This design comes from an exercise in tuning for small area, a short achievable clock period and few clock cycles on the open sky130 flow, not from production work.
Where RTL was checked, it was by simulation tests only, not by an equivalence proof against the original.
The flow treats the clock pin as an ideal source, which a real chip does not have.
Power and IR drop assume default switching activity.

Design fpu, start of the top module:
module fpu(
    input  logic [31:0] op_A_in,
    input  logic [31:0] op_B_in,
    input  logic clk,
    input  logic reset,
    input  logic start,
    output logic [31:0] data_out,
    output logic [3:0]  status_out,
    output logic done
);
export LEC_CHECK = 0
export ABC_AREA = 1
export CAP_MARGIN = 20
export CORE_MARGIN = 2
export CORE_UTILIZATION = 45
export GPL_TIMING_DRIVEN = 0
export SETUP_SLACK_MARGIN = 3.8
export SLEW_MARGIN = 20
create_clock -name core_clock -period 10.0 [get_ports {clk}]
standard.sh (not shown) runs the stock make flow with config.mk's settings and CLKGATE_MAP_FILE= SYNTH_SCRIPT=/design/flow/synth_recipe.tcl, a recipe that flattens the netlist after the stock synthesis.
==> flow/flow/run.sh <==
#!/bin/bash
# The standard layout, with plain buffers (sky130_fd_sc_hd__buf_1) on the
# ports in place of the delay cells that buffer_ports picks by default.
set -euo pipefail
export BUFFER_PORTS_ARGS="-buffer_cell sky130_fd_sc_hd__buf_1"
bash standard.sh > standard_make.log 2>&1
Testbench counts at the start, summed over its fixed seeds: cycles 3,200.
Then changed:
SETUP_SLACK_MARGIN = 2.8   (was 3.8)
Effect:
- The changed run ran to the end with no violations
- wire length is lower by 3.1%
- design area is lower by about 10%
- via count is lower by about 1.8%
- worst setup slack degrades by 580 ps
- global-route usage is lower by 0.12 points
- clock-buffer cell count stays the same
- non-clock buffer count is lower by 53
- critical path depth is higher by 3
- die area stays the same
- power is lower by 10%
Then changed:
==> flow/flow/run.sh (replaced) <==
#!/bin/bash
# The standard layout, with plain buffers (sky130_fd_sc_hd__buf_1) on the
# ports in place of the delay cells that buffer_ports picks by default.
# Timing repair aims at 4.0 ns of setup slack up to clock tree synthesis,
# and at 3.3 ns in the repair after global routing.
set -euo pipefail
export BUFFER_PORTS_ARGS="-buffer_cell sky130_fd_sc_hd__buf_1"
SETUP_SLACK_MARGIN=4.0 bash standard.sh cts > standard_make_to_cts.log 2>&1
SETUP_SLACK_MARGIN=3.3 bash standard.sh > standard_make.log 2>&1
SETUP_SLACK_MARGIN = unset   (was 2.8)
Final cell count grows by 1.5%.
Sequential power shrinks by about 2%.
Synthesized area is unchanged.
Combinational power grows by about 10%.
Then changed:
==> flow/flow/run.sh (replaced) <==
#!/bin/bash
# The standard layout, with plain buffers (sky130_fd_sc_hd__buf_1) on the
# ports in place of the delay cells that buffer_ports picks by default.
set -euo pipefail
export BUFFER_PORTS_ARGS="-buffer_cell sky130_fd_sc_hd__buf_1"
bash standard.sh > standard_make.log 2>&1
SETUP_SLACK_MARGIN = 3.3   (was unset)
The new run finished with timing, DRC and antenna clean.
Total power drops by 5.4%.
Routed wire length went down by 1.4%.
Core utilization goes down by 2.0 points.
Worst hold slack is about the same.
Combinational power goes down by about 7%.
Die area is unchanged.
Design area falls by 3.8%.
Count of clock-buffer cells in the layout is unchanged.
Critical path depth rose by 3.

---

## P
Another version of the RTL of fpu (not shown whole).
Size: roughly 1700 cells after synthesis, ~0.0094 sq mm of cells after synthesis.
## fpu
module fpu(
    input  logic [31:0] op_A_in,
    input  logic [31:0] op_B_in,
    input  logic clk,
    input  logic reset,
    input  logic start,
    output logic [31:0] data_out,
    output logic [3:0]  status_out,
    output logic done
);
clock: 10.0 ns
lec_check: 0
abc_area: 1
cap_margin: 20
core_margin: 2
core_utilization: 45
gpl_timing_driven: 0
slew_margin: 20
run.sh (not shown) runs the stock make flow with config.mk's settings and CLKGATE_MAP_FILE= SYNTH_SCRIPT=/design/flow/synth_recipe.tcl, a recipe that flattens the netlist after the stock synthesis.
Stock flow here: none of the scripts above is used.
[inputs] Q vs P
# P
export LEC_CHECK = 0
export ABC_AREA = 1
export CAP_MARGIN = 20
export CORE_MARGIN = 2
export CORE_UTILIZATION = 45
export GPL_TIMING_DRIVEN = 0
export SLEW_MARGIN = 20
create_clock -name core_clock -period 10.0 [get_ports {clk}]
# Q
export LEC_CHECK = 0
export ABC_AREA = 1
export CAP_MARGIN = 20
export CORE_MARGIN = 2
export CORE_UTILIZATION = 45
export GPL_TIMING_DRIVEN = 0
export SETUP_SLACK_MARGIN = 2
export SLEW_MARGIN = 20
create_clock -name core_clock -period 10.0 [get_ports {clk}]
[summary]
In Q, the routed wire length came out 10% above the value in P. Starting density of the core came out exactly the same in Q and P. From P to Q the numbers moved as follows: relative area change from synthesis to final layout now larger; fraction of layout cells with a size suffix above 1 now larger; post-route worst hold slack comparable; power drawn by the sequential cells now larger. | number of global-route vias before repair | Q vs P | 481 higher |. Compared with P, Q shows a lower critical path's largest stage delay.
No functional check of the RTL was part of any run of this note.

---

Setup of the reference run:
The RTL this note starts from:
==> flow/design.v <==
module fpu(
    input  logic [31:0] op_A_in,
    input  logic [31:0] op_B_in,
    input  logic clk,
    input  logic reset,
    input  logic start,
    output logic [31:0] data_out,
    output logic [3:0]  status_out,
    output logic done
);
    logic [7:0]  ea, eb, e_l, gt, eq;
    logic [22:0] fl, fe;
    logic [8:0]  d_ab;
    logic [4:0]  sh;
    logic        a_ge_e, e_eq, fa_lt, a_big, s_l, eff_sub, swap_f, big;
    logic [25:0] m_a, m_b, m_l, m_s, m_s_sh, lost_mask;
    logic        sticky;
    logic [26:0] x, y, g, p, gg, pp, sum;
    always_comb begin
        ea   = op_A_in[30:23];
        eb   = op_B_in[30:23];
        m_a  = {|ea, op_A_in[22:0], 2'b00};
        m_b  = {|eb, op_B_in[22:0], 2'b00};
        d_ab = {1'b0, ea} - {1'b0, eb};
        gt = ea & ~eb;
        eq = ~(ea ^ eb);
        for (int l = 0; l < 3; l++)
            for (int i = 0; i < 8; i += 2 << l) begin
                gt[i] = gt[i + (1 << l)] | (eq[i + (1 << l)] & gt[i]);
                eq[i] = eq[i + (1 << l)] & eq[i];
            end
        a_ge_e = gt[0] | eq[0];
        e_eq   = eq[0];
        fl = ~op_A_in[22:0] & op_B_in[22:0];
        fe = ~(op_A_in[22:0] ^ op_B_in[22:0]);
        for (int w = 1; w < 23; w <<= 1)
            for (int i = 0; i + w < 23; i += 2 * w) begin
                fl[i] = fl[i + w] | (fe[i + w] & fl[i]);
                fe[i] = fe[i + w] & fe[i];
            end
        fa_lt  = fl[0];
        e_l  = a_ge_e ? ea  : eb;
        m_l  = a_ge_e ? m_a : m_b;
        m_s  = a_ge_e ? m_b : m_a;
        sh   = a_ge_e ? d_ab[4:0] : eb[4:0] - ea[4:0];
        a_big = e_eq ? ~fa_lt : a_ge_e;
        s_l   = a_big ? op_A_in[31] : op_B_in[31];
        eff_sub = op_A_in[31] ^ op_B_in[31];
        swap_f  = eff_sub & e_eq & fa_lt;
        big       = d_ab[8] ? (d_ab[7:0] <= 8'd231) : (d_ab[7:0] >= 8'd25);
        m_s_sh    = big ? 26'd0 : (m_s >> sh);
        lost_mask = big ? 26'h3ffffff : ~(26'h3ffffff << sh);
        sticky    = |(m_s & lost_mask);
        x = {1'b0, m_l} ^ {27{eff_sub}};
        y = {1'b0, m_s_sh};
        g = x & y;
        p = x ^ y;
        gg = g;
        pp = p;
        gg[0] = g[0] | (p[0] & swap_f);
        for (int l = 0; l < 5; l++)
            for (int i = (2 << l) - 1; i < 27; i += (2 << l)) begin
                gg[i] = gg[i] | (pp[i] & gg[i - (1 << l)]);
                pp[i] = pp[i] & pp[i - (1 << l)];
            end
        for (int l = 3; l >= 0; l--)
            for (int i = (3 << l) - 1; i < 27; i += (2 << l)) begin
                gg[i] = gg[i] | (pp[i] & gg[i - (1 << l)]);
                pp[i] = pp[i] & pp[i - (1 << l)];
            end
        sum = (p ^ {27{eff_sub & ~swap_f}}) ^ {gg[25:0], swap_f};
    end
    logic [26:0] r;
    logic [7:0]  e_q;
    logic        s_q, sticky_q;
    always_ff @(posedge clk) begin
        r        <= sum;
        e_q      <= e_l;
        s_q      <= s_l;
        sticky_q <= sticky;
    end
    always_ff @(posedge clk or negedge reset) begin
        if (!reset) done <= 1'b0;
        else        done <= start;
    end
    logic        zero, left, c_out, uf, ovf;
    logic [25:0] w, n0, n1, n2, n3, n4;
    logic        uf_le, uf_eq;
    logic [23:0] ca;
    logic [22:0] inc, f_out;
    logic [4:0]  k;
    logic [7:0]  e_p1, e_nr, e_left, e_out;
    always_comb begin
        zero = ~|r;
        left = ~r[26] & ~r[25];
        w  = r[26] ? r[26:1] : r[25:0];
        ca = w[25:2];
        for (int l = 0; l < 5; l++)
            for (int i = (2 << l) - 1; i < 24; i += (2 << l))
                ca[i] = ca[i] & ca[i - (1 << l)];
        for (int l = 3; l >= 0; l--)
            for (int i = (3 << l) - 1; i < 24; i += (2 << l))
                ca[i] = ca[i] & ca[i - (1 << l)];
        inc   = w[24:2] ^ ({ca[21:0], 1'b1} & {23{w[0]}});
        c_out = w[0] & ca[23];
        e_p1  = e_q + 8'd1;
        e_nr  = (r[26] | c_out) ? e_p1 : e_q;
        k[4] = ~|r[25:10]; n1 = k[4] ? {r[9:0], 16'd0} : r[25:0];
        k[3] = ~|n1[25:18]; n2 = k[3] ? {n1[17:0], 8'd0} : n1;
        k[2] = ~|n2[25:22]; n3 = k[2] ? {n2[21:0], 4'd0} : n2;
        k[1] = ~|n3[25:24]; n4 = k[1] ? {n3[23:0], 2'd0} : n3;
        k[0] = ~n4[25];     n0 = k[0] ? {n4[24:0], 1'd0} : n4;
        e_left = e_q - {3'd0, k};
        uf_le = 1'b0;
        uf_eq = ~|e_q[7:5];
        for (int i = 4; i >= 0; i--) begin
            uf_le = uf_le | (uf_eq & ~e_q[i] & k[i]);
            uf_eq = uf_eq & ~(e_q[i] ^ k[i]);
        end
        uf   = ~r[26] & (uf_le | uf_eq);
        ovf  = (&e_q) | (~left & e_q == 8'd254 & (r[26] | c_out));
        e_out = left ? e_left : e_nr;
        f_out = left ? n0[24:2] : inc;
        if (zero) begin
            data_out = 32'd0;                   status_out = 4'b0001;
        end else if (ovf) begin
            data_out = {s_q, 8'hFF, 23'd0};     status_out = 4'b0100;
        end else if (uf) begin
            data_out = 32'd0;                   status_out = 4'b1000;
        end else begin
            data_out = {s_q, e_out, f_out};
            status_out = (w[0] && !left) || sticky_q ? 4'b0010 : 4'b0001;
        end
    end
endmodule
clock: 10.0 ns
lec_check: 0
abc_area: 1
cap_margin: 20
core_margin: 2
core_utilization: 45
gpl_timing_driven: 0
slew_margin: 20
standard.sh (not shown) runs the stock make flow with config.mk's settings and CLKGATE_MAP_FILE= SYNTH_SCRIPT=/design/flow/synth_recipe.tcl, a recipe that flattens the netlist after the stock synthesis.
==> flow/flow/run.sh <==
#!/bin/bash
# The standard layout, with plain buffers (sky130_fd_sc_hd__buf_1) on the
# ports in place of the delay cells that buffer_ports picks by default.
# Timing repair aims at 4.6 ns of setup slack up to clock tree synthesis;
# then cells are sized down where that keeps the worst slack (recover_area.tcl),
# and the repair after global routing aims at 3.0 ns.
set -euo pipefail
export BUFFER_PORTS_ARGS="-buffer_cell sky130_fd_sc_hd__buf_1"
SETUP_SLACK_MARGIN=4.6 bash standard.sh cts > standard_make_to_cts.log 2>&1
RESULTS=orfs/results/sky130hd/fpu/base openroad -no_init -exit flow/recover_area.tcl > recover_area.log 2>&1
SETUP_SLACK_MARGIN=3.0 bash standard.sh > standard_make.log 2>&1
Other scripts of this flow, unchanged in this note and not shown: flow/flow/recover_area.tcl
Testbench counts of the reference run, summed over its fixed seeds: cycles 3,200.
Here is what was changed in the inputs of the trial run compared with the reference run.
==> flow/flow/run.sh <==
#!/bin/bash
# The standard layout, with plain buffers (sky130_fd_sc_hd__buf_1) on the
# ports in place of the delay cells that buffer_ports picks by default.
# Timing repair aims at 3.0 ns of setup slack up to clock tree synthesis;
# then cells are sized down where that keeps the worst slack (recover_area.tcl),
# and the repair after global routing aims at 3.0 ns.
set -euo pipefail
export BUFFER_PORTS_ARGS="-buffer_cell sky130_fd_sc_hd__buf_1"
SETUP_SLACK_MARGIN=3.0 bash standard.sh cts > standard_make_to_cts.log 2>&1
RESULTS=orfs/results/sky130hd/fpu/base openroad -no_init -exit flow/recover_area.tcl > recover_area.log 2>&1
SETUP_SLACK_MARGIN=3.0 bash standard.sh > standard_make.log 2>&1
### Flow results
Summary: with the reference run as the reference, maximum ir drop on the vdd rail in the trial run moved up by more than a quarter.
When the trial run is set beside the reference run, its combinational share of power turns out to be 1.9 points smaller.
The beginning of the critical path comes out r[18] in one run and op_A_in[26] in the other, namely in the trial run and the reference run respectively.
Re part of the power in registers: the trial run and the reference run aren't equal, and the lower value belongs to the reference run.
Taking the reference run as the reference point, the normalized max-slew margin of the trial run rises by 1.5 points.
Cmp the trial run and the reference run / count of plain and timing-repair buffers in the layout / higher: the reference run
The reference run has a higher final worst setup slack than the trial run.
What the reference run reported for maximum frequency has to be multiplied by 0.937 to get the figure for the trial run.
The trial run — combinational power 12% lower, the reference run as reference

## afterwards: timing with drivers on the ports
The results above use ideal ports. As a check the final layouts listed here were re-extracted and re-timed, cells and wires unchanged. Step 1 assumes that a clkbuf_16 drives the clock port and a buf_2 every other input. Step 2 times the ports against the registers' clock, not the clock port: input delays grow and output delays shrink by t, the midpoint of the rising clock arrivals with the driver on. Slacks: ideal ports / drivers / drivers and shift; pairs: ideal ports / drivers.
run	t, ns	setup slack, ns	slew at the worst register clock pin (ns)
the first run of note 1	0.336	3.943 / 3.897 / 3.742	0.07 / 0.07
the second run of note 1	0.333	3.366 / 3.322 / 3.056	0.07 / 0.07
the third run of note 1	0.334	3.862 / 3.877 / 3.546	0.07 / 0.07
the fourth run of note 1	0.334	3.622 / 3.578 / 3.317	0.07 / 0.07
P	0.343	0.525 / 0.548 / 0.205	0.07 / 0.07
Q	0.338	1.974 / 1.933 / 1.940	0.07 / 0.07
the reference run	0.309	3.815 / 3.825 / 3.515	0.06 / 0.06
the trial run	0.311	3.397 / 3.361 / 3.134	0.06 / 0.06
After both steps setup and hold are still met in every run listed. For P, which loses most, drivers alone change the setup slack by +0.023 ns; drivers and shift together by -0.320 ns.
